What follows belongs to an exercise in optimizing a design on an open flow for small area and a short achievable clock period; a production flow would make more cautious choices. No functional check of the RTL was part of this run. Power and IR drop assume default switching activity.

==> flow/design.v <==
`timescale 1ns / 1ps
module g_inv    (input a, output y);                  assign y = ~a;                             endmodule
module g_buf    (input a, output y);                  assign y = a;                              endmodule
module g_nand2  (input a, b, output y);               assign y = ~(a & b);                       endmodule
module g_nor2   (input a, b, output y);               assign y = ~(a | b);                       endmodule
module g_and2   (input a, b, output y);               assign y = a & b;                          endmodule
module g_or2    (input a, b, output y);               assign y = a | b;                          endmodule
module g_nand2b (input an, b, output y);              assign y = ~(~an & b);                     endmodule
module g_a21oi  (input a1, a2, b1, output y);         assign y = ~((a1 & a2) | b1);              endmodule
module g_o21ai  (input a1, a2, b1, output y);         assign y = ~((a1 | a2) & b1);              endmodule
module g_a21o   (input a1, a2, b1, output y);         assign y = (a1 & a2) | b1;                 endmodule
module g_o21a   (input a1, a2, b1, output y);         assign y = (a1 | a2) & b1;                 endmodule
module g_o22ai  (input a1, a2, b1, b2, output y);     assign y = ~((a1 | a2) & (b1 | b2));       endmodule
module g_xor2   (input a, b, output y);               assign y = a ^ b;                          endmodule
module g_xnor2  (input a, b, output y);               assign y = ~(a ^ b);                       endmodule
module g_mux2i  (input a0, a1, s, output y);          assign y = ~(s ? a1 : a0);                 endmodule
module g_nand3  (input a, b, c, output y);            assign y = ~(a & b & c);                   endmodule
module g_a31oi  (input a1, a2, a3, b1, output y);     assign y = ~((a1 & a2 & a3) | b1);         endmodule
module g_a32oi  (input a1, a2, a3, b1, b2, output y); assign y = ~((a1 & a2 & a3) | (b1 & b2));   endmodule
`timescale 1ns / 1ps
module Nbit_ALU(r1, r2, r3, ALUop);
parameter n = 32;
input  [n-1:0] r2, r3;
input  [2:0]   ALUop;
output [n-1:0] r1;
wire o02n;
g_nor2 u_o02n (.a(ALUop[0]), .b(ALUop[2]), .y(o02n));
wire t0n_d0;
g_mux2i u_t0n_d0 (.a0(ALUop[0]), .a1(ALUop[1]), .s(ALUop[2]), .y(t0n_d0));
wire t0n_d1;
g_mux2i u_t0n_d1 (.a0(ALUop[0]), .a1(ALUop[1]), .s(ALUop[2]), .y(t0n_d1));
wire t0n_0;
g_buf u_t0n_0 (.a(t0n_d0), .y(t0n_0));
wire t0n_1;
g_buf u_t0n_1 (.a(t0n_d1), .y(t0n_1));
wire t0n_dx;
g_mux2i u_t0n_dx (.a0(ALUop[0]), .a1(ALUop[1]), .s(ALUop[2]), .y(t0n_dx));
wire t1n_d0;
g_xor2 u_t1n_d0 (.a(ALUop[1]), .b(o02n), .y(t1n_d0));
wire t1n_d1;
g_xor2 u_t1n_d1 (.a(ALUop[1]), .b(o02n), .y(t1n_d1));
wire t1n_0;
g_buf u_t1n_0 (.a(t1n_d0), .y(t1n_0));
wire t1n_1;
g_buf u_t1n_1 (.a(t1n_d1), .y(t1n_1));
wire esn_d0;
g_o21a u_esn_d0 (.a1(ALUop[1]), .a2(ALUop[0]), .b1(ALUop[2]), .y(esn_d0));
wire esn_d1;
g_o21a u_esn_d1 (.a1(ALUop[1]), .a2(ALUop[0]), .b1(ALUop[2]), .y(esn_d1));
wire esn_0;
g_buf u_esn_0 (.a(esn_d0), .y(esn_0));
wire esn_1;
g_buf u_esn_1 (.a(esn_d1), .y(esn_1));
wire ecn_d0;
g_nand2b u_ecn_d0 (.an(ALUop[1]), .b(ALUop[2]), .y(ecn_d0));
wire ecn_d1;
g_nand2b u_ecn_d1 (.an(ALUop[1]), .b(ALUop[2]), .y(ecn_d1));
wire ecn_0;
g_buf u_ecn_0 (.a(ecn_d0), .y(ecn_0));
wire ecn_1;
g_buf u_ecn_1 (.a(ecn_d1), .y(ecn_1));
wire enn_d0;
g_nand2b u_enn_d0 (.an(ALUop[2]), .b(ALUop[1]), .y(enn_d0));
wire enn_d1;
g_nand2b u_enn_d1 (.an(ALUop[2]), .b(ALUop[1]), .y(enn_d1));
wire enn_0;
g_buf u_enn_0 (.a(enn_d0), .y(enn_0));
wire enn_1;
g_buf u_enn_1 (.a(enn_d1), .y(enn_1));
wire en_d;
g_inv u_en_d (.a(enn_0), .y(en_d));
wire en_0;
g_buf u_en_0 (.a(en_d), .y(en_0));
wire en_1;
g_buf u_en_1 (.a(en_d), .y(en_1));
wire op01n;
g_nand2 u_op01n (.a(ALUop[0]), .b(ALUop[1]), .y(op01n));
wire sub;
g_nor2 u_sub (.a(ALUop[2]), .b(op01n), .y(sub));
wire op12n;
g_nand2 u_op12n (.a(ALUop[1]), .b(ALUop[2]), .y(op12n));
wire slt;
g_nor2 u_slt (.a(ALUop[0]), .b(op12n), .y(slt));
wire bb0;
g_mux2i u_bb0 (.a0(t0n_0), .a1(t1n_0), .s(r3[0]), .y(bb0));
wire gn0;
g_nand2 u_gn0 (.a(r2[0]), .b(bb0), .y(gn0));
wire tn0;
g_nor2 u_tn0 (.a(r2[0]), .b(bb0), .y(tn0));
wire pn0;
g_nand2b u_pn0 (.an(tn0), .b(gn0), .y(pn0));
wire y0;
g_o22ai u_y0 (.a1(gn0), .a2(ecn_0), .b1(pn0), .b2(esn_0), .y(y0));
wire bb1;
g_mux2i u_bb1 (.a0(t0n_0), .a1(t1n_0), .s(r3[1]), .y(bb1));
wire gn1;
g_nand2 u_gn1 (.a(r2[1]), .b(bb1), .y(gn1));
wire tn1;
g_nor2 u_tn1 (.a(r2[1]), .b(bb1), .y(tn1));
wire pn1;
g_nand2b u_pn1 (.an(tn1), .b(gn1), .y(pn1));
wire y1;
g_o22ai u_y1 (.a1(gn1), .a2(ecn_0), .b1(pn1), .b2(esn_0), .y(y1));
wire bb2;
g_mux2i u_bb2 (.a0(t0n_0), .a1(t1n_0), .s(r3[2]), .y(bb2));
wire gn2;
g_nand2 u_gn2 (.a(r2[2]), .b(bb2), .y(gn2));
wire tn2;
g_nor2 u_tn2 (.a(r2[2]), .b(bb2), .y(tn2));
wire pn2;
g_nand2b u_pn2 (.an(tn2), .b(gn2), .y(pn2));
wire y2;
g_o22ai u_y2 (.a1(gn2), .a2(ecn_0), .b1(pn2), .b2(esn_0), .y(y2));
wire bb3;
g_mux2i u_bb3 (.a0(t0n_0), .a1(t1n_0), .s(r3[3]), .y(bb3));
wire gn3;
g_nand2 u_gn3 (.a(r2[3]), .b(bb3), .y(gn3));
wire tn3;
g_nor2 u_tn3 (.a(r2[3]), .b(bb3), .y(tn3));
wire pn3;
g_nand2b u_pn3 (.an(tn3), .b(gn3), .y(pn3));
wire y3;
g_o22ai u_y3 (.a1(gn3), .a2(ecn_0), .b1(pn3), .b2(esn_0), .y(y3));
wire bb4;
g_mux2i u_bb4 (.a0(t0n_0), .a1(t1n_0), .s(r3[4]), .y(bb4));
wire gn4;
g_nand2 u_gn4 (.a(r2[4]), .b(bb4), .y(gn4));
wire tn4;
g_nor2 u_tn4 (.a(r2[4]), .b(bb4), .y(tn4));
wire pn4;
g_nand2b u_pn4 (.an(tn4), .b(gn4), .y(pn4));
wire y4;
g_o22ai u_y4 (.a1(gn4), .a2(ecn_0), .b1(pn4), .b2(esn_0), .y(y4));
wire bb5;
g_mux2i u_bb5 (.a0(t0n_0), .a1(t1n_0), .s(r3[5]), .y(bb5));
wire gn5;
g_nand2 u_gn5 (.a(r2[5]), .b(bb5), .y(gn5));
wire tn5;
g_nor2 u_tn5 (.a(r2[5]), .b(bb5), .y(tn5));
wire pn5;
g_nand2b u_pn5 (.an(tn5), .b(gn5), .y(pn5));
wire y5;
g_o22ai u_y5 (.a1(gn5), .a2(ecn_0), .b1(pn5), .b2(esn_0), .y(y5));
wire bb6;
g_mux2i u_bb6 (.a0(t0n_0), .a1(t1n_0), .s(r3[6]), .y(bb6));
wire gn6;
g_nand2 u_gn6 (.a(r2[6]), .b(bb6), .y(gn6));
wire tn6;
g_nor2 u_tn6 (.a(r2[6]), .b(bb6), .y(tn6));
wire pn6;
g_nand2b u_pn6 (.an(tn6), .b(gn6), .y(pn6));
wire y6;
g_o22ai u_y6 (.a1(gn6), .a2(ecn_0), .b1(pn6), .b2(esn_0), .y(y6));
wire bb7;
g_mux2i u_bb7 (.a0(t0n_0), .a1(t1n_0), .s(r3[7]), .y(bb7));
wire gn7;
g_nand2 u_gn7 (.a(r2[7]), .b(bb7), .y(gn7));
wire tn7;
g_nor2 u_tn7 (.a(r2[7]), .b(bb7), .y(tn7));
wire pn7;
g_nand2b u_pn7 (.an(tn7), .b(gn7), .y(pn7));
wire y7;
g_o22ai u_y7 (.a1(gn7), .a2(ecn_0), .b1(pn7), .b2(esn_0), .y(y7));
wire bb8;
g_mux2i u_bb8 (.a0(t0n_0), .a1(t1n_0), .s(r3[8]), .y(bb8));
wire gn8;
g_nand2 u_gn8 (.a(r2[8]), .b(bb8), .y(gn8));
wire tn8;
g_nor2 u_tn8 (.a(r2[8]), .b(bb8), .y(tn8));
wire pn8;
g_nand2b u_pn8 (.an(tn8), .b(gn8), .y(pn8));
wire y8;
g_o22ai u_y8 (.a1(gn8), .a2(ecn_0), .b1(pn8), .b2(esn_0), .y(y8));
wire bb9;
g_mux2i u_bb9 (.a0(t0n_0), .a1(t1n_0), .s(r3[9]), .y(bb9));
wire gn9;
g_nand2 u_gn9 (.a(r2[9]), .b(bb9), .y(gn9));
wire tn9;
g_nor2 u_tn9 (.a(r2[9]), .b(bb9), .y(tn9));
wire pn9;
g_nand2b u_pn9 (.an(tn9), .b(gn9), .y(pn9));
wire y9;
g_o22ai u_y9 (.a1(gn9), .a2(ecn_0), .b1(pn9), .b2(esn_0), .y(y9));
wire bb10;
g_mux2i u_bb10 (.a0(t0n_0), .a1(t1n_0), .s(r3[10]), .y(bb10));
wire gn10;
g_nand2 u_gn10 (.a(r2[10]), .b(bb10), .y(gn10));
wire tn10;
g_nor2 u_tn10 (.a(r2[10]), .b(bb10), .y(tn10));
wire pn10;
g_nand2b u_pn10 (.an(tn10), .b(gn10), .y(pn10));
wire y10;
g_o22ai u_y10 (.a1(gn10), .a2(ecn_0), .b1(pn10), .b2(esn_0), .y(y10));
wire bb11;
g_mux2i u_bb11 (.a0(t0n_0), .a1(t1n_0), .s(r3[11]), .y(bb11));
wire gn11;
g_nand2 u_gn11 (.a(r2[11]), .b(bb11), .y(gn11));
wire tn11;
g_nor2 u_tn11 (.a(r2[11]), .b(bb11), .y(tn11));
wire pn11;
g_nand2b u_pn11 (.an(tn11), .b(gn11), .y(pn11));
wire y11;
g_o22ai u_y11 (.a1(gn11), .a2(ecn_0), .b1(pn11), .b2(esn_0), .y(y11));
wire bb12;
g_mux2i u_bb12 (.a0(t0n_0), .a1(t1n_0), .s(r3[12]), .y(bb12));
wire gn12;
g_nand2 u_gn12 (.a(r2[12]), .b(bb12), .y(gn12));
wire tn12;
g_nor2 u_tn12 (.a(r2[12]), .b(bb12), .y(tn12));
wire pn12;
g_nand2b u_pn12 (.an(tn12), .b(gn12), .y(pn12));
wire y12;
g_o22ai u_y12 (.a1(gn12), .a2(ecn_0), .b1(pn12), .b2(esn_0), .y(y12));
wire bb13;
g_mux2i u_bb13 (.a0(t0n_0), .a1(t1n_0), .s(r3[13]), .y(bb13));
wire gn13;
g_nand2 u_gn13 (.a(r2[13]), .b(bb13), .y(gn13));
wire tn13;
g_nor2 u_tn13 (.a(r2[13]), .b(bb13), .y(tn13));
wire pn13;
g_nand2b u_pn13 (.an(tn13), .b(gn13), .y(pn13));
wire y13;
g_o22ai u_y13 (.a1(gn13), .a2(ecn_0), .b1(pn13), .b2(esn_0), .y(y13));
wire bb14;
g_mux2i u_bb14 (.a0(t0n_0), .a1(t1n_0), .s(r3[14]), .y(bb14));
wire gn14;
g_nand2 u_gn14 (.a(r2[14]), .b(bb14), .y(gn14));
wire tn14;
g_nor2 u_tn14 (.a(r2[14]), .b(bb14), .y(tn14));
wire pn14;
g_nand2b u_pn14 (.an(tn14), .b(gn14), .y(pn14));
wire y14;
g_o22ai u_y14 (.a1(gn14), .a2(ecn_0), .b1(pn14), .b2(esn_0), .y(y14));
wire bb15;
g_mux2i u_bb15 (.a0(t0n_0), .a1(t1n_0), .s(r3[15]), .y(bb15));
wire gn15;
g_nand2 u_gn15 (.a(r2[15]), .b(bb15), .y(gn15));
wire tn15;
g_nor2 u_tn15 (.a(r2[15]), .b(bb15), .y(tn15));
wire pn15;
g_nand2b u_pn15 (.an(tn15), .b(gn15), .y(pn15));
wire y15;
g_o22ai u_y15 (.a1(gn15), .a2(ecn_0), .b1(pn15), .b2(esn_0), .y(y15));
wire bb16;
g_mux2i u_bb16 (.a0(t0n_1), .a1(t1n_1), .s(r3[16]), .y(bb16));
wire gn16;
g_nand2 u_gn16 (.a(r2[16]), .b(bb16), .y(gn16));
wire tn16;
g_nor2 u_tn16 (.a(r2[16]), .b(bb16), .y(tn16));
wire pn16;
g_nand2b u_pn16 (.an(tn16), .b(gn16), .y(pn16));
wire y16;
g_o22ai u_y16 (.a1(gn16), .a2(ecn_1), .b1(pn16), .b2(esn_1), .y(y16));
wire bb17;
g_mux2i u_bb17 (.a0(t0n_1), .a1(t1n_1), .s(r3[17]), .y(bb17));
wire gn17;
g_nand2 u_gn17 (.a(r2[17]), .b(bb17), .y(gn17));
wire tn17;
g_nor2 u_tn17 (.a(r2[17]), .b(bb17), .y(tn17));
wire pn17;
g_nand2b u_pn17 (.an(tn17), .b(gn17), .y(pn17));
wire y17;
g_o22ai u_y17 (.a1(gn17), .a2(ecn_1), .b1(pn17), .b2(esn_1), .y(y17));
wire bb18;
g_mux2i u_bb18 (.a0(t0n_1), .a1(t1n_1), .s(r3[18]), .y(bb18));
wire gn18;
g_nand2 u_gn18 (.a(r2[18]), .b(bb18), .y(gn18));
wire tn18;
g_nor2 u_tn18 (.a(r2[18]), .b(bb18), .y(tn18));
wire pn18;
g_nand2b u_pn18 (.an(tn18), .b(gn18), .y(pn18));
wire y18;
g_o22ai u_y18 (.a1(gn18), .a2(ecn_1), .b1(pn18), .b2(esn_1), .y(y18));
wire bb19;
g_mux2i u_bb19 (.a0(t0n_1), .a1(t1n_1), .s(r3[19]), .y(bb19));
wire gn19;
g_nand2 u_gn19 (.a(r2[19]), .b(bb19), .y(gn19));
wire tn19;
g_nor2 u_tn19 (.a(r2[19]), .b(bb19), .y(tn19));
wire pn19;
g_nand2b u_pn19 (.an(tn19), .b(gn19), .y(pn19));
wire y19;
g_o22ai u_y19 (.a1(gn19), .a2(ecn_1), .b1(pn19), .b2(esn_1), .y(y19));
wire bb20;
g_mux2i u_bb20 (.a0(t0n_1), .a1(t1n_1), .s(r3[20]), .y(bb20));
wire gn20;
g_nand2 u_gn20 (.a(r2[20]), .b(bb20), .y(gn20));
wire tn20;
g_nor2 u_tn20 (.a(r2[20]), .b(bb20), .y(tn20));
wire pn20;
g_nand2b u_pn20 (.an(tn20), .b(gn20), .y(pn20));
wire y20;
g_o22ai u_y20 (.a1(gn20), .a2(ecn_1), .b1(pn20), .b2(esn_1), .y(y20));
wire bb21;
g_mux2i u_bb21 (.a0(t0n_1), .a1(t1n_1), .s(r3[21]), .y(bb21));
wire gn21;
g_nand2 u_gn21 (.a(r2[21]), .b(bb21), .y(gn21));
wire tn21;
g_nor2 u_tn21 (.a(r2[21]), .b(bb21), .y(tn21));
wire pn21;
g_nand2b u_pn21 (.an(tn21), .b(gn21), .y(pn21));
wire y21;
g_o22ai u_y21 (.a1(gn21), .a2(ecn_1), .b1(pn21), .b2(esn_1), .y(y21));
wire bb22;
g_mux2i u_bb22 (.a0(t0n_1), .a1(t1n_1), .s(r3[22]), .y(bb22));
wire gn22;
g_nand2 u_gn22 (.a(r2[22]), .b(bb22), .y(gn22));
wire tn22;
g_nor2 u_tn22 (.a(r2[22]), .b(bb22), .y(tn22));
wire pn22;
g_nand2b u_pn22 (.an(tn22), .b(gn22), .y(pn22));
wire y22;
g_o22ai u_y22 (.a1(gn22), .a2(ecn_1), .b1(pn22), .b2(esn_1), .y(y22));
wire bb23;
g_mux2i u_bb23 (.a0(t0n_1), .a1(t1n_1), .s(r3[23]), .y(bb23));
wire gn23;
g_nand2 u_gn23 (.a(r2[23]), .b(bb23), .y(gn23));
wire tn23;
g_nor2 u_tn23 (.a(r2[23]), .b(bb23), .y(tn23));
wire pn23;
g_nand2b u_pn23 (.an(tn23), .b(gn23), .y(pn23));
wire y23;
g_o22ai u_y23 (.a1(gn23), .a2(ecn_1), .b1(pn23), .b2(esn_1), .y(y23));
wire bb24;
g_mux2i u_bb24 (.a0(t0n_1), .a1(t1n_1), .s(r3[24]), .y(bb24));
wire gn24;
g_nand2 u_gn24 (.a(r2[24]), .b(bb24), .y(gn24));
wire tn24;
g_nor2 u_tn24 (.a(r2[24]), .b(bb24), .y(tn24));
wire pn24;
g_nand2b u_pn24 (.an(tn24), .b(gn24), .y(pn24));
wire y24;
g_o22ai u_y24 (.a1(gn24), .a2(ecn_1), .b1(pn24), .b2(esn_1), .y(y24));
wire bb25;
g_mux2i u_bb25 (.a0(t0n_1), .a1(t1n_1), .s(r3[25]), .y(bb25));
wire gn25;
g_nand2 u_gn25 (.a(r2[25]), .b(bb25), .y(gn25));
wire tn25;
g_nor2 u_tn25 (.a(r2[25]), .b(bb25), .y(tn25));
wire pn25;
g_nand2b u_pn25 (.an(tn25), .b(gn25), .y(pn25));
wire y25;
g_o22ai u_y25 (.a1(gn25), .a2(ecn_1), .b1(pn25), .b2(esn_1), .y(y25));
wire bb26;
g_mux2i u_bb26 (.a0(t0n_1), .a1(t1n_1), .s(r3[26]), .y(bb26));
wire gn26;
g_nand2 u_gn26 (.a(r2[26]), .b(bb26), .y(gn26));
wire tn26;
g_nor2 u_tn26 (.a(r2[26]), .b(bb26), .y(tn26));
wire pn26;
g_nand2b u_pn26 (.an(tn26), .b(gn26), .y(pn26));
wire y26;
g_o22ai u_y26 (.a1(gn26), .a2(ecn_1), .b1(pn26), .b2(esn_1), .y(y26));
wire bb27;
g_mux2i u_bb27 (.a0(t0n_1), .a1(t1n_1), .s(r3[27]), .y(bb27));
wire gn27;
g_nand2 u_gn27 (.a(r2[27]), .b(bb27), .y(gn27));
wire tn27;
g_nor2 u_tn27 (.a(r2[27]), .b(bb27), .y(tn27));
wire pn27;
g_nand2b u_pn27 (.an(tn27), .b(gn27), .y(pn27));
wire y27;
g_o22ai u_y27 (.a1(gn27), .a2(ecn_1), .b1(pn27), .b2(esn_1), .y(y27));
wire bb28;
g_mux2i u_bb28 (.a0(t0n_1), .a1(t1n_1), .s(r3[28]), .y(bb28));
wire gn28;
g_nand2 u_gn28 (.a(r2[28]), .b(bb28), .y(gn28));
wire tn28;
g_nor2 u_tn28 (.a(r2[28]), .b(bb28), .y(tn28));
wire pn28;
g_nand2b u_pn28 (.an(tn28), .b(gn28), .y(pn28));
wire y28;
g_o22ai u_y28 (.a1(gn28), .a2(ecn_1), .b1(pn28), .b2(esn_1), .y(y28));
wire bb29;
g_mux2i u_bb29 (.a0(t0n_1), .a1(t1n_1), .s(r3[29]), .y(bb29));
wire gn29;
g_nand2 u_gn29 (.a(r2[29]), .b(bb29), .y(gn29));
wire tn29;
g_nor2 u_tn29 (.a(r2[29]), .b(bb29), .y(tn29));
wire pn29;
g_nand2b u_pn29 (.an(tn29), .b(gn29), .y(pn29));
wire y29;
g_o22ai u_y29 (.a1(gn29), .a2(ecn_1), .b1(pn29), .b2(esn_1), .y(y29));
wire bb30;
g_mux2i u_bb30 (.a0(t0n_1), .a1(t1n_1), .s(r3[30]), .y(bb30));
wire gn30;
g_nand2 u_gn30 (.a(r2[30]), .b(bb30), .y(gn30));
wire tn30;
g_nor2 u_tn30 (.a(r2[30]), .b(bb30), .y(tn30));
wire pn30;
g_nand2b u_pn30 (.an(tn30), .b(gn30), .y(pn30));
wire y30;
g_o22ai u_y30 (.a1(gn30), .a2(ecn_1), .b1(pn30), .b2(esn_1), .y(y30));
wire bb31;
g_mux2i u_bb31 (.a0(t0n_1), .a1(t1n_1), .s(r3[31]), .y(bb31));
wire gn31;
g_nand2 u_gn31 (.a(r2[31]), .b(bb31), .y(gn31));
wire tn31;
g_nor2 u_tn31 (.a(r2[31]), .b(bb31), .y(tn31));
wire pn31;
g_nand2b u_pn31 (.an(tn31), .b(gn31), .y(pn31));
wire y31;
g_o22ai u_y31 (.a1(gn31), .a2(ecn_1), .b1(pn31), .b2(esn_1), .y(y31));
wire t0p;
g_inv u_t0p (.a(t0n_dx), .y(t0p));
wire G0n;
g_mux2i u_G0n (.a0(t0p), .a1(r2[0]), .s(r3[0]), .y(G0n));
wire G1_1;
g_o21ai u_G1_1 (.a1(tn1), .a2(G0n), .b1(gn1), .y(G1_1));
wire G1_3;
g_o21ai u_G1_3 (.a1(tn3), .a2(gn2), .b1(gn3), .y(G1_3));
wire T1_3;
g_nor2 u_T1_3 (.a(tn3), .b(tn2), .y(T1_3));
wire G1_5;
g_o21ai u_G1_5 (.a1(tn5), .a2(gn4), .b1(gn5), .y(G1_5));
wire T1_5;
g_nor2 u_T1_5 (.a(tn5), .b(tn4), .y(T1_5));
wire G1_7;
g_o21ai u_G1_7 (.a1(tn7), .a2(gn6), .b1(gn7), .y(G1_7));
wire T1_7;
g_nor2 u_T1_7 (.a(tn7), .b(tn6), .y(T1_7));
wire G1_9;
g_o21ai u_G1_9 (.a1(tn9), .a2(gn8), .b1(gn9), .y(G1_9));
wire T1_9;
g_nor2 u_T1_9 (.a(tn9), .b(tn8), .y(T1_9));
wire G1_11;
g_o21ai u_G1_11 (.a1(tn11), .a2(gn10), .b1(gn11), .y(G1_11));
wire T1_11;
g_nor2 u_T1_11 (.a(tn11), .b(tn10), .y(T1_11));
wire G1_13;
g_o21ai u_G1_13 (.a1(tn13), .a2(gn12), .b1(gn13), .y(G1_13));
wire T1_13;
g_nor2 u_T1_13 (.a(tn13), .b(tn12), .y(T1_13));
wire G1_15;
g_o21ai u_G1_15 (.a1(tn15), .a2(gn14), .b1(gn15), .y(G1_15));
wire T1_15;
g_nor2 u_T1_15 (.a(tn15), .b(tn14), .y(T1_15));
wire G1_17;
g_o21ai u_G1_17 (.a1(tn17), .a2(gn16), .b1(gn17), .y(G1_17));
wire T1_17;
g_nor2 u_T1_17 (.a(tn17), .b(tn16), .y(T1_17));
wire G1_19;
g_o21ai u_G1_19 (.a1(tn19), .a2(gn18), .b1(gn19), .y(G1_19));
wire T1_19;
g_nor2 u_T1_19 (.a(tn19), .b(tn18), .y(T1_19));
wire G1_21;
g_o21ai u_G1_21 (.a1(tn21), .a2(gn20), .b1(gn21), .y(G1_21));
wire T1_21;
g_nor2 u_T1_21 (.a(tn21), .b(tn20), .y(T1_21));
wire G1_23;
g_o21ai u_G1_23 (.a1(tn23), .a2(gn22), .b1(gn23), .y(G1_23));
wire T1_23;
g_nor2 u_T1_23 (.a(tn23), .b(tn22), .y(T1_23));
wire G1_25;
g_o21ai u_G1_25 (.a1(tn25), .a2(gn24), .b1(gn25), .y(G1_25));
wire T1_25;
g_nor2 u_T1_25 (.a(tn25), .b(tn24), .y(T1_25));
wire G1_27;
g_o21ai u_G1_27 (.a1(tn27), .a2(gn26), .b1(gn27), .y(G1_27));
wire T1_27;
g_nor2 u_T1_27 (.a(tn27), .b(tn26), .y(T1_27));
wire G1_29;
g_o21ai u_G1_29 (.a1(tn29), .a2(gn28), .b1(gn29), .y(G1_29));
wire T1_29;
g_nor2 u_T1_29 (.a(tn29), .b(tn28), .y(T1_29));
wire G2_3;
g_a21oi u_G2_3 (.a1(T1_3), .a2(G1_1), .b1(G1_3), .y(G2_3));
wire G2_7;
g_a21oi u_G2_7 (.a1(T1_7), .a2(G1_5), .b1(G1_7), .y(G2_7));
wire T2_7;
g_nand2 u_T2_7 (.a(T1_7), .b(T1_5), .y(T2_7));
wire G2_11;
g_a21oi u_G2_11 (.a1(T1_11), .a2(G1_9), .b1(G1_11), .y(G2_11));
wire T2_11;
g_nand2 u_T2_11 (.a(T1_11), .b(T1_9), .y(T2_11));
wire G2_15;
g_a21oi u_G2_15 (.a1(T1_15), .a2(G1_13), .b1(G1_15), .y(G2_15));
wire T2_15;
g_nand2 u_T2_15 (.a(T1_15), .b(T1_13), .y(T2_15));
wire G2_19;
g_a21oi u_G2_19 (.a1(T1_19), .a2(G1_17), .b1(G1_19), .y(G2_19));
wire T2_19;
g_nand2 u_T2_19 (.a(T1_19), .b(T1_17), .y(T2_19));
wire G2_23;
g_a21oi u_G2_23 (.a1(T1_23), .a2(G1_21), .b1(G1_23), .y(G2_23));
wire T2_23;
g_nand2 u_T2_23 (.a(T1_23), .b(T1_21), .y(T2_23));
wire G2_27;
g_a21oi u_G2_27 (.a1(T1_27), .a2(G1_25), .b1(G1_27), .y(G2_27));
wire T2_27;
g_nand2 u_T2_27 (.a(T1_27), .b(T1_25), .y(T2_27));
wire n_G1_5;
g_inv u_n_G1_5 (.a(G1_5), .y(n_G1_5));
wire n_T1_5;
g_inv u_n_T1_5 (.a(T1_5), .y(n_T1_5));
wire G3_5;
g_o21ai u_G3_5 (.a1(n_T1_5), .a2(G2_3), .b1(n_G1_5), .y(G3_5));
wire G3_7;
g_o21ai u_G3_7 (.a1(T2_7), .a2(G2_3), .b1(G2_7), .y(G3_7));
wire n_G1_13;
g_inv u_n_G1_13 (.a(G1_13), .y(n_G1_13));
wire n_T1_13;
g_inv u_n_T1_13 (.a(T1_13), .y(n_T1_13));
wire G3_13;
g_o21ai u_G3_13 (.a1(n_T1_13), .a2(G2_11), .b1(n_G1_13), .y(G3_13));
wire T3_13;
g_nor2 u_T3_13 (.a(n_T1_13), .b(T2_11), .y(T3_13));
wire G3_15;
g_o21ai u_G3_15 (.a1(T2_15), .a2(G2_11), .b1(G2_15), .y(G3_15));
wire T3_15;
g_nor2 u_T3_15 (.a(T2_15), .b(T2_11), .y(T3_15));
wire n_G1_21;
g_inv u_n_G1_21 (.a(G1_21), .y(n_G1_21));
wire n_T1_21;
g_inv u_n_T1_21 (.a(T1_21), .y(n_T1_21));
wire G3_21;
g_o21ai u_G3_21 (.a1(n_T1_21), .a2(G2_19), .b1(n_G1_21), .y(G3_21));
wire T3_21;
g_nor2 u_T3_21 (.a(n_T1_21), .b(T2_19), .y(T3_21));
wire G3_23;
g_o21ai u_G3_23 (.a1(T2_23), .a2(G2_19), .b1(G2_23), .y(G3_23));
wire T3_23;
g_nor2 u_T3_23 (.a(T2_23), .b(T2_19), .y(T3_23));
wire n_G1_29;
g_inv u_n_G1_29 (.a(G1_29), .y(n_G1_29));
wire n_T1_29;
g_inv u_n_T1_29 (.a(T1_29), .y(n_T1_29));
wire G3_29;
g_o21ai u_G3_29 (.a1(n_T1_29), .a2(G2_27), .b1(n_G1_29), .y(G3_29));
wire T3_29;
g_nor2 u_T3_29 (.a(n_T1_29), .b(T2_27), .y(T3_29));
wire G4_9;
g_a21oi u_G4_9 (.a1(T1_9), .a2(G3_7), .b1(G1_9), .y(G4_9));
wire n_G2_11;
g_inv u_n_G2_11 (.a(G2_11), .y(n_G2_11));
wire n_T2_11;
g_inv u_n_T2_11 (.a(T2_11), .y(n_T2_11));
wire G4_11;
g_a21oi u_G4_11 (.a1(n_T2_11), .a2(G3_7), .b1(n_G2_11), .y(G4_11));
wire G4_13;
g_a21oi u_G4_13 (.a1(T3_13), .a2(G3_7), .b1(G3_13), .y(G4_13));
wire G4_15;
g_a21oi u_G4_15 (.a1(T3_15), .a2(G3_7), .b1(G3_15), .y(G4_15));
wire G4_25;
g_a21oi u_G4_25 (.a1(T1_25), .a2(G3_23), .b1(G1_25), .y(G4_25));
wire T4_25;
g_nand2 u_T4_25 (.a(T1_25), .b(T3_23), .y(T4_25));
wire n_G2_27;
g_inv u_n_G2_27 (.a(G2_27), .y(n_G2_27));
wire n_T2_27;
g_inv u_n_T2_27 (.a(T2_27), .y(n_T2_27));
wire G4_27;
g_a21oi u_G4_27 (.a1(n_T2_27), .a2(G3_23), .b1(n_G2_27), .y(G4_27));
wire T4_27;
g_nand2 u_T4_27 (.a(n_T2_27), .b(T3_23), .y(T4_27));
wire G4_29;
g_a21oi u_G4_29 (.a1(T3_29), .a2(G3_23), .b1(G3_29), .y(G4_29));
wire T4_29;
g_nand2 u_T4_29 (.a(T3_29), .b(T3_23), .y(T4_29));
wire n_G1_17;
g_inv u_n_G1_17 (.a(G1_17), .y(n_G1_17));
wire n_T1_17;
g_inv u_n_T1_17 (.a(T1_17), .y(n_T1_17));
wire G5_17;
g_o21ai u_G5_17 (.a1(n_T1_17), .a2(G4_15), .b1(n_G1_17), .y(G5_17));
wire G5_19;
g_o21ai u_G5_19 (.a1(T2_19), .a2(G4_15), .b1(G2_19), .y(G5_19));
wire n_G3_21;
g_inv u_n_G3_21 (.a(G3_21), .y(n_G3_21));
wire n_T3_21;
g_inv u_n_T3_21 (.a(T3_21), .y(n_T3_21));
wire G5_21;
g_o21ai u_G5_21 (.a1(n_T3_21), .a2(G4_15), .b1(n_G3_21), .y(G5_21));
wire n_G3_23;
g_inv u_n_G3_23 (.a(G3_23), .y(n_G3_23));
wire n_T3_23;
g_inv u_n_T3_23 (.a(T3_23), .y(n_T3_23));
wire G5_23;
g_o21ai u_G5_23 (.a1(n_T3_23), .a2(G4_15), .b1(n_G3_23), .y(G5_23));
wire G5_25;
g_o21ai u_G5_25 (.a1(T4_25), .a2(G4_15), .b1(G4_25), .y(G5_25));
wire G5_27;
g_o21ai u_G5_27 (.a1(T4_27), .a2(G4_15), .b1(G4_27), .y(G5_27));
wire G5_29;
g_o21ai u_G5_29 (.a1(T4_29), .a2(G4_15), .b1(G4_29), .y(G5_29));
wire n_gn2;
g_inv u_n_gn2 (.a(gn2), .y(n_gn2));
wire n_tn2;
g_inv u_n_tn2 (.a(tn2), .y(n_tn2));
wire kn3;
g_a32oi u_kn3 (.a1(n_tn2), .a2(G1_1), .a3(en_0), .b1(n_gn2), .b2(en_0), .y(kn3));
wire G6_4;
g_o21ai u_G6_4 (.a1(tn4), .a2(G2_3), .b1(gn4), .y(G6_4));
wire n_gn6;
g_inv u_n_gn6 (.a(gn6), .y(n_gn6));
wire n_tn6;
g_inv u_n_tn6 (.a(tn6), .y(n_tn6));
wire kn7;
g_a32oi u_kn7 (.a1(n_tn6), .a2(G3_5), .a3(en_0), .b1(n_gn6), .b2(en_0), .y(kn7));
wire n_gn8;
g_inv u_n_gn8 (.a(gn8), .y(n_gn8));
wire n_tn8;
g_inv u_n_tn8 (.a(tn8), .y(n_tn8));
wire kn9;
g_a32oi u_kn9 (.a1(n_tn8), .a2(G3_7), .a3(en_0), .b1(n_gn8), .b2(en_0), .y(kn9));
wire G6_10;
g_o21ai u_G6_10 (.a1(tn10), .a2(G4_9), .b1(gn10), .y(G6_10));
wire G6_12;
g_o21ai u_G6_12 (.a1(tn12), .a2(G4_11), .b1(gn12), .y(G6_12));
wire G6_14;
g_o21ai u_G6_14 (.a1(tn14), .a2(G4_13), .b1(gn14), .y(G6_14));
wire G6_16;
g_o21ai u_G6_16 (.a1(tn16), .a2(G4_15), .b1(gn16), .y(G6_16));
wire n_gn18;
g_inv u_n_gn18 (.a(gn18), .y(n_gn18));
wire n_tn18;
g_inv u_n_tn18 (.a(tn18), .y(n_tn18));
wire kn19;
g_a32oi u_kn19 (.a1(n_tn18), .a2(G5_17), .a3(en_1), .b1(n_gn18), .b2(en_1), .y(kn19));
wire n_gn20;
g_inv u_n_gn20 (.a(gn20), .y(n_gn20));
wire n_tn20;
g_inv u_n_tn20 (.a(tn20), .y(n_tn20));
wire kn21;
g_a32oi u_kn21 (.a1(n_tn20), .a2(G5_19), .a3(en_1), .b1(n_gn20), .b2(en_1), .y(kn21));
wire n_gn22;
g_inv u_n_gn22 (.a(gn22), .y(n_gn22));
wire n_tn22;
g_inv u_n_tn22 (.a(tn22), .y(n_tn22));
wire kn23;
g_a32oi u_kn23 (.a1(n_tn22), .a2(G5_21), .a3(en_1), .b1(n_gn22), .b2(en_1), .y(kn23));
wire n_gn24;
g_inv u_n_gn24 (.a(gn24), .y(n_gn24));
wire n_tn24;
g_inv u_n_tn24 (.a(tn24), .y(n_tn24));
wire kn25;
g_a32oi u_kn25 (.a1(n_tn24), .a2(G5_23), .a3(en_1), .b1(n_gn24), .b2(en_1), .y(kn25));
wire n_gn26;
g_inv u_n_gn26 (.a(gn26), .y(n_gn26));
wire n_tn26;
g_inv u_n_tn26 (.a(tn26), .y(n_tn26));
wire kn27;
g_a32oi u_kn27 (.a1(n_tn26), .a2(G5_25), .a3(en_1), .b1(n_gn26), .b2(en_1), .y(kn27));
wire n_gn28;
g_inv u_n_gn28 (.a(gn28), .y(n_gn28));
wire n_tn28;
g_inv u_n_tn28 (.a(tn28), .y(n_tn28));
wire kn29;
g_a32oi u_kn29 (.a1(n_tn28), .a2(G5_27), .a3(en_1), .b1(n_gn28), .b2(en_1), .y(kn29));
wire n_gn30;
g_inv u_n_gn30 (.a(gn30), .y(n_gn30));
wire n_tn30;
g_inv u_n_tn30 (.a(tn30), .y(n_tn30));
wire G6_30;
g_a21oi u_G6_30 (.a1(n_tn30), .a2(G5_29), .b1(n_gn30), .y(G6_30));
wire k1;
g_nor2 u_k1 (.a(G0n), .b(enn_0), .y(k1));
g_xor2 u_r1 (.a(y1), .b(k1), .y(r1[1]));
wire kn2;
g_nand2 u_kn2 (.a(G1_1), .b(en_0), .y(kn2));
g_xnor2 u_r2 (.a(y2), .b(kn2), .y(r1[2]));
g_xnor2 u_r3 (.a(y3), .b(kn3), .y(r1[3]));
wire k4;
g_nor2 u_k4 (.a(G2_3), .b(enn_0), .y(k4));
g_xor2 u_r4 (.a(y4), .b(k4), .y(r1[4]));
wire kn5;
g_nand2 u_kn5 (.a(G6_4), .b(en_0), .y(kn5));
g_xnor2 u_r5 (.a(y5), .b(kn5), .y(r1[5]));
wire kn6;
g_nand2 u_kn6 (.a(G3_5), .b(en_0), .y(kn6));
g_xnor2 u_r6 (.a(y6), .b(kn6), .y(r1[6]));
g_xnor2 u_r7 (.a(y7), .b(kn7), .y(r1[7]));
wire kn8;
g_nand2 u_kn8 (.a(G3_7), .b(en_0), .y(kn8));
g_xnor2 u_r8 (.a(y8), .b(kn8), .y(r1[8]));
g_xnor2 u_r9 (.a(y9), .b(kn9), .y(r1[9]));
wire k10;
g_nor2 u_k10 (.a(G4_9), .b(enn_0), .y(k10));
g_xor2 u_r10 (.a(y10), .b(k10), .y(r1[10]));
wire kn11;
g_nand2 u_kn11 (.a(G6_10), .b(en_0), .y(kn11));
g_xnor2 u_r11 (.a(y11), .b(kn11), .y(r1[11]));
wire k12;
g_nor2 u_k12 (.a(G4_11), .b(enn_0), .y(k12));
g_xor2 u_r12 (.a(y12), .b(k12), .y(r1[12]));
wire kn13;
g_nand2 u_kn13 (.a(G6_12), .b(en_0), .y(kn13));
g_xnor2 u_r13 (.a(y13), .b(kn13), .y(r1[13]));
wire k14;
g_nor2 u_k14 (.a(G4_13), .b(enn_0), .y(k14));
g_xor2 u_r14 (.a(y14), .b(k14), .y(r1[14]));
wire kn15;
g_nand2 u_kn15 (.a(G6_14), .b(en_0), .y(kn15));
g_xnor2 u_r15 (.a(y15), .b(kn15), .y(r1[15]));
wire k16;
g_nor2 u_k16 (.a(G4_15), .b(enn_1), .y(k16));
g_xor2 u_r16 (.a(y16), .b(k16), .y(r1[16]));
wire kn17;
g_nand2 u_kn17 (.a(G6_16), .b(en_1), .y(kn17));
g_xnor2 u_r17 (.a(y17), .b(kn17), .y(r1[17]));
wire kn18;
g_nand2 u_kn18 (.a(G5_17), .b(en_1), .y(kn18));
g_xnor2 u_r18 (.a(y18), .b(kn18), .y(r1[18]));
g_xnor2 u_r19 (.a(y19), .b(kn19), .y(r1[19]));
wire kn20;
g_nand2 u_kn20 (.a(G5_19), .b(en_1), .y(kn20));
g_xnor2 u_r20 (.a(y20), .b(kn20), .y(r1[20]));
g_xnor2 u_r21 (.a(y21), .b(kn21), .y(r1[21]));
wire kn22;
g_nand2 u_kn22 (.a(G5_21), .b(en_1), .y(kn22));
g_xnor2 u_r22 (.a(y22), .b(kn22), .y(r1[22]));
g_xnor2 u_r23 (.a(y23), .b(kn23), .y(r1[23]));
wire kn24;
g_nand2 u_kn24 (.a(G5_23), .b(en_1), .y(kn24));
g_xnor2 u_r24 (.a(y24), .b(kn24), .y(r1[24]));
g_xnor2 u_r25 (.a(y25), .b(kn25), .y(r1[25]));
wire kn26;
g_nand2 u_kn26 (.a(G5_25), .b(en_1), .y(kn26));
g_xnor2 u_r26 (.a(y26), .b(kn26), .y(r1[26]));
g_xnor2 u_r27 (.a(y27), .b(kn27), .y(r1[27]));
wire kn28;
g_nand2 u_kn28 (.a(G5_27), .b(en_1), .y(kn28));
g_xnor2 u_r28 (.a(y28), .b(kn28), .y(r1[28]));
g_xnor2 u_r29 (.a(y29), .b(kn29), .y(r1[29]));
wire kn30;
g_nand2 u_kn30 (.a(G5_29), .b(en_1), .y(kn30));
g_xnor2 u_r30 (.a(y30), .b(kn30), .y(r1[30]));
wire k31;
g_nor2 u_k31 (.a(G6_30), .b(enn_1), .y(k31));
g_xor2 u_r31 (.a(y31), .b(k31), .y(r1[31]));
wire x31n;
g_xnor2 u_x31n (.a(pn31), .b(G6_30), .y(x31n));
wire z0n;
g_xnor2 u_z0n (.a(y0), .b(sub), .y(z0n));
g_mux2i u_r0 (.a0(z0n), .a1(x31n), .s(slt), .y(r1[0]));
endmodule
`timescale 1ns / 1ps
module dff(q, d, clk);
input		d, clk;       
output reg	q;            
always @(posedge clk)
q<=d;
endmodule
`timescale 1ns / 1ps
module Nbit_Register(outo, ino, clk);
parameter n = 32;
input [n-1:0] ino;
output [n-1:0] outo;
input clk;
genvar i;
generate
for (i = 0; i < n; i = i + 1) begin: registerblk
dff Dflipflop(.q(outo[i]) , .d(ino[i]), .clk(clk) );
end
endgenerate
endmodule
`timescale 1ns / 1ps
module Nbit_ALU_Register (r2, r3, ALUop, r0, clk);
parameter n = 32;
input[n-1:0] r2, r3;
input[2:0] ALUop;
input clk;
output [n-1:0] r0;
wire[n-1:0] r1;
Nbit_ALU #(n) alu1 (.r1(r1), .r2(r2), .r3(r3), .ALUop(ALUop) );
Nbit_Register #(n) reg1 (.outo(r0), .ino(r1), .clk(clk) );
endmodule
==> flow/flow/run.sh <==
#!/bin/bash
# Standard ORFS layout with two changes: the ports are buffered with buf_1 (instead of the
# delay buffer buffer_ports picks by default), and timing repair aims for a setup slack of
# 10.1 ns, so that it sizes the critical paths for a shorter period than the clock's.
set -euo pipefail
export BUFFER_PORTS_ARGS="-buffer_cell sky130_fd_sc_hd__buf_1"
export SETUP_SLACK_MARGIN=10.1
bash standard.sh > standard.log 2>&1
==> flow/standard.sh <==
#!/bin/bash
# synth_recipe.tcl (not shown) runs the flow's synth.tcl, then flattens the netlist and writes it again
# the make line also repeats each setting of config.mk as NAME=value (left out here)
make -C /OpenROAD-flow-scripts/flow DESIGN_CONFIG=/design/flow/config.mk WORK_HOME=/design/flow/orfs CLKGATE_MAP_FILE= SYNTH_SCRIPT=/design/flow/synth_recipe.tcl "${@:-finish}"
==> flow/config.mk <==
export PLATFORM = sky130hd
export DESIGN_NAME = Nbit_ALU_Register
export DESIGN_NICKNAME = Nbit_ALU_Register
export VERILOG_FILES = /design/flow/design.v
export SDC_FILE = /design/flow/constraint.sdc
export NUM_CORES = 4
export LEC_CHECK = 0
export CAP_MARGIN = 20
export CORE_MARGIN = 2
export CORE_UTILIZATION = 60
export CTS_BUF_LIST = sky130_fd_sc_hd__clkbuf_4
export GPL_TIMING_DRIVEN = 0
export SLEW_MARGIN = 20
export SYNTH_HIERARCHICAL = 1
export SYNTH_MINIMUM_KEEP_SIZE = 0
==> flow/constraint.sdc <==
create_clock -name core_clock -period 15.5 [get_ports {clk}]
set_input_delay 3.1000 -clock core_clock [delete_from_list [all_inputs] [get_ports {clk}]]
set_output_delay 3.1000 -clock core_clock [all_outputs]
set_load 0.01 [all_outputs]
==> impl_results.md <==
- WS Path Type: in -> reg
- Ports: 100
- Placed Area: around 3300 um2
- Core area: 4444 um2
- Regs by FF count: reg1.registerblk.Dflipflop.q (32)
- CTS tree: yes
- Hold Violations, Final: 0
- Clk root buf: clkbuf_4
- Synth area leaders: dfxtp_1, mux2i_1, nor2_1, xnor2_1, nand2b_1
- Cell Chain, Critical Path: buf_2 > nor2_2 > xor2_1 > buf_4 > mux2i_1 > nor2_1 > nor2_1 > a21oi_2 > o21ai_4 > a21oi_4 > buf_12 > o21ai_1 > a32oi_1 > xnor2_1
- Outcome: finished clean
- Drt pass-1 iters: 6
- Worst vdd rail ir drop: 0.00004384 V
- Final Cell Area: between 3000 and 4000 um2
- CTS sink count: 32
- Slowest cell on crit path: a21oi_2
- H-tree depth: 2
- Via count: about 3k
- Sum Neg Setup Slack: 0 ps
- P&R area growth vs syn: 20.55%
- Largest fanout on the critical path: 16
- RSZ-0062 raised after global routing: false
- Vias per std cell: 5.298
- Slew headroom: between 60 and 70%
- Register area: between 600 and 700 um2
- EDFF count, synth: 0
- Synth unique cells: 14
- Worst setup SP type: primary input
- Asr flop ratio synth: 0%
- Min Tclk post-route: roughly 5300 ps
- Critical Path AT: roughly 5500 ps
- Ys Warns: 7
- Gpl congestion: 0.8371
- Hold_buf cts: 0
- Most frequent cell after synthesis: nor2_1
- Clk buf depth: 2
- Req. time, crit path: ~16000 ps
- Max-cap violations: 0
- Synthesized net count: between 400 and 500
- Lkg Pwr: ~1.5 nW
- Starting DRT DRC Count: roughly 160
- Critical Path End Type: flop
- I/O Buffers: 99
- Design Power: around 0.30 mW
- Largest register FFs: 32
- DRC violations left: 0
- Hpwl dp: 4963 um
- Commonest cells post-synth: nor2_1, nand2_1, inv_1
- DIE AREA: between 5000 and 6000 um2
- Largest net degree at the start of global routing: 21
- Fin nets: around 600
- Most flops, register: reg1.registerblk.Dflipflop.q
- FF+latch count, synth: 32
- Cell mode on critical path: nor2_1
- Delay of the slowest critical-path stage: between 200 and 300 ps
- GRT Residual Overflow: 0
- Die Ht: approximately 73 um
- Yosys top cell area share: between 20% and 30%
- Fin. max-slew vios: 0
- Hold Path Origin: r2[31]
- Worst Hold Path EP: reg1.registerblk[31].Dflipflop.q$_DFF_P_
- CTS Buf Count: 5
- Crit share post-route: approximately 34%
- Ys flop type: dfxtp_1
- Antenna violations before repair: 0
- Post-synthesis sequential area ratio: roughly 23%
- Routed WL: ~6900 um
- Global-route wire length before repair: 11170 um
- Final setup viols: 0
- Worst slew pin tran: ~460 ps
- Initial core utilization: a little under two thirds
- Syn avg cell area: 7.010 um2
- Final antenna-violating net count: 0
- WL/cell: 12.08 um
- Filler Cell Count: approximately 400
- Mapped cell area: about 2800 um2
- GRT Util Overall: 26.23%
- DIE WIDTH: about 73 um
- Row cnt: 24
- Vias in the first global route: 2714
- PD cells: about 90 nW/um2
- Max frequency: approximately 0.19 GHz
- Post-Syn Instances: just over 400
- Hold crit path type: in -> reg
- Worst Hold Path Cells: 4
- Area of the multi-input gates: 1971 um2
- Layout cells sized above 1: 9.109%
- Diodes inserted: 0
- Clock slew at reported path FFs: about 110 ps
- Post-synth top area cell: dfxtp_1
how the worst max path moves through the flow:
| stage | cells past startpoint | end | start |
|---|---|---|---|
| 5_1_grt | 14 | reg1.registerblk[0].Dflipflop.q$_DFF_P_ | ALUop[2] |
| 3_5_place_dp | 14 | reg1.registerblk[0].Dflipflop.q$_DFF_P_ | ALUop[2] |
| 3_3_place_gp | 14 | reg1.registerblk[0].Dflipflop.q$_DFF_P_ | ALUop[2] |
| 2_1_floorplan | 13 | reg1.registerblk[0].Dflipflop.q$_DFF_P_ | ALUop[2] |
| 4_1_cts | 13 | reg1.registerblk[0].Dflipflop.q$_DFF_P_ | ALUop[1] |
| 6_report | 14 | reg1.registerblk[23].Dflipflop.q$_DFF_P_ | ALUop[2] |
layout by cell type (no fill, tap or decap):
cell type	n
a21oi_4	1
buf_4	17
dfxtp_1	32
inv_1	40
xnor2_1	26
nand2_1	58
clkbuf_4	7
a21oi_2	14
buf_12	1
a32oi_1	9
buf_2	1
o21a_1	2
buf_1	96
nand2b_1	36
o21ai_1	33
mux2i_1	37
o22ai_1	32
nor2_2	3
nor2_1	58
clkinv_1	1
clkbuf_2	2
xor2_1	9
o21ai_4	1
metrics by stage:
stage / utilization (%) / setup WS [ps] / cells / hold slack [ps]
4_1_cts: 75.11 / 10110 / 562 / 3147
3_5_place_dp: 73.40 / 9265 / 554 / 3484
2_1_floorplan: - / 10220 / 403 / 3282
6_report: 76.63 / 10240 / 568 / 3161
5_1_grt: 76.63 / 10090 / 568 / 3205
3_3_place_gp: 73.40 / 9330 / 554 / 3486
per-module statistics from Yosys, one instance, submodules excluded, a selection:
module / flops+latches / area [um2] / copies in the design
g_xor2: 0 / 8.758 / 9
g_mux2i: 0 / 10.01 / 37
g_o21ai: 0 / 5.005 / 34
g_o22ai: 0 / 6.256 / 32
g_nand2b: 0 / 6.256 / 36
g_nor2: 0 / 3.754 / 61
dff: 1 / 20.02 / 32
g_a21oi: 0 / 8.758 / 15
g_buf: 0 / 7.507 / 12
g_a32oi: 0 / 8.758 / 9
g_nand2: 0 / 3.754 / 58
g_inv: 0 / 3.754 / 40
g_xnor2: 0 / 8.758 / 26
worst max-delay path: cells and delay by family:
family,cells,cell delay [ps]
XOR/XNOR,2,310
buffers and inverters,3,560
multiplexers,1,140
AO/OA/AOI/OAI,5,900
AND/OR/NAND/NOR,3,490
cells by family after synthesis:
group	count (synthesis)	share of synthesized area, %
flops	32	22.67
mux	37	13.11
simple gates	155	23.78
buf+inv	52	8.503
xor+xnor	35	10.85
compound gates	92	21.08
metal layers:
metal | vias to the layer above | GRT usage (%) | routed length (um)
met1 | 1343 | 31.92 | 3147
met5 | - | 0 | 0
met4 | 0 | 8.230 | 76
li1 | 1568 | - | -
met3 | 8 | 3.867 | 343
met2 | 90 | 47.27 | 3293
what timing repair did:
action,4_1_cts,5_1_grt
setup buffers,0,6
hold endpoints to repair,0,0
pin swaps,0,3
gates resized for setup,4,5
endpoints found under the setup margin,20,12
cell type report:
type                    count  area share [%]
repair buffers            105           12.71
inverters                  40           4.409
multi-input cells         319           57.86
clock buffers               7           1.543
plain buffers              12           2.645
flip-flops and latches     32           18.81
clock inverters             1          0.1102
well taps                  52           1.910
power breakdown:
part	internal (mW)	switching, mW	leakage [nW]
logic	0.0615	0.0868	1.24
clock network	0.0210	0.0299	0.0338
registers	0.101	0.00489	0.270

separate check: timing with driven ports:
How much do the figures lean on ideal ports? The routed layout below was timed once more, with nothing changed but the port constraints.
Step 1: set_driving_cell puts a clkbuf_16 on clk and a buf_2 on each other input, an assumption about the parent block.
Step 2 times the ports against the registers' clock, not the clock port: input delays grow and output delays shrink by t, the midpoint of the rising clock arrivals with the driver on.
a / b / c = ideal ports / drivers / drivers and shift; a / b = the first two.
t, ns: 0.355
setup WS [ns]: 10.243 / 10.249 / 9.893
worst setup path after step 2: input to register
slew at the worst register clock pin (ns): 0.11 / 0.11
After both steps this run still meets setup and hold. The setup slack of this run moves by +0.006 ns with the drivers and by -0.350 ns with both steps.
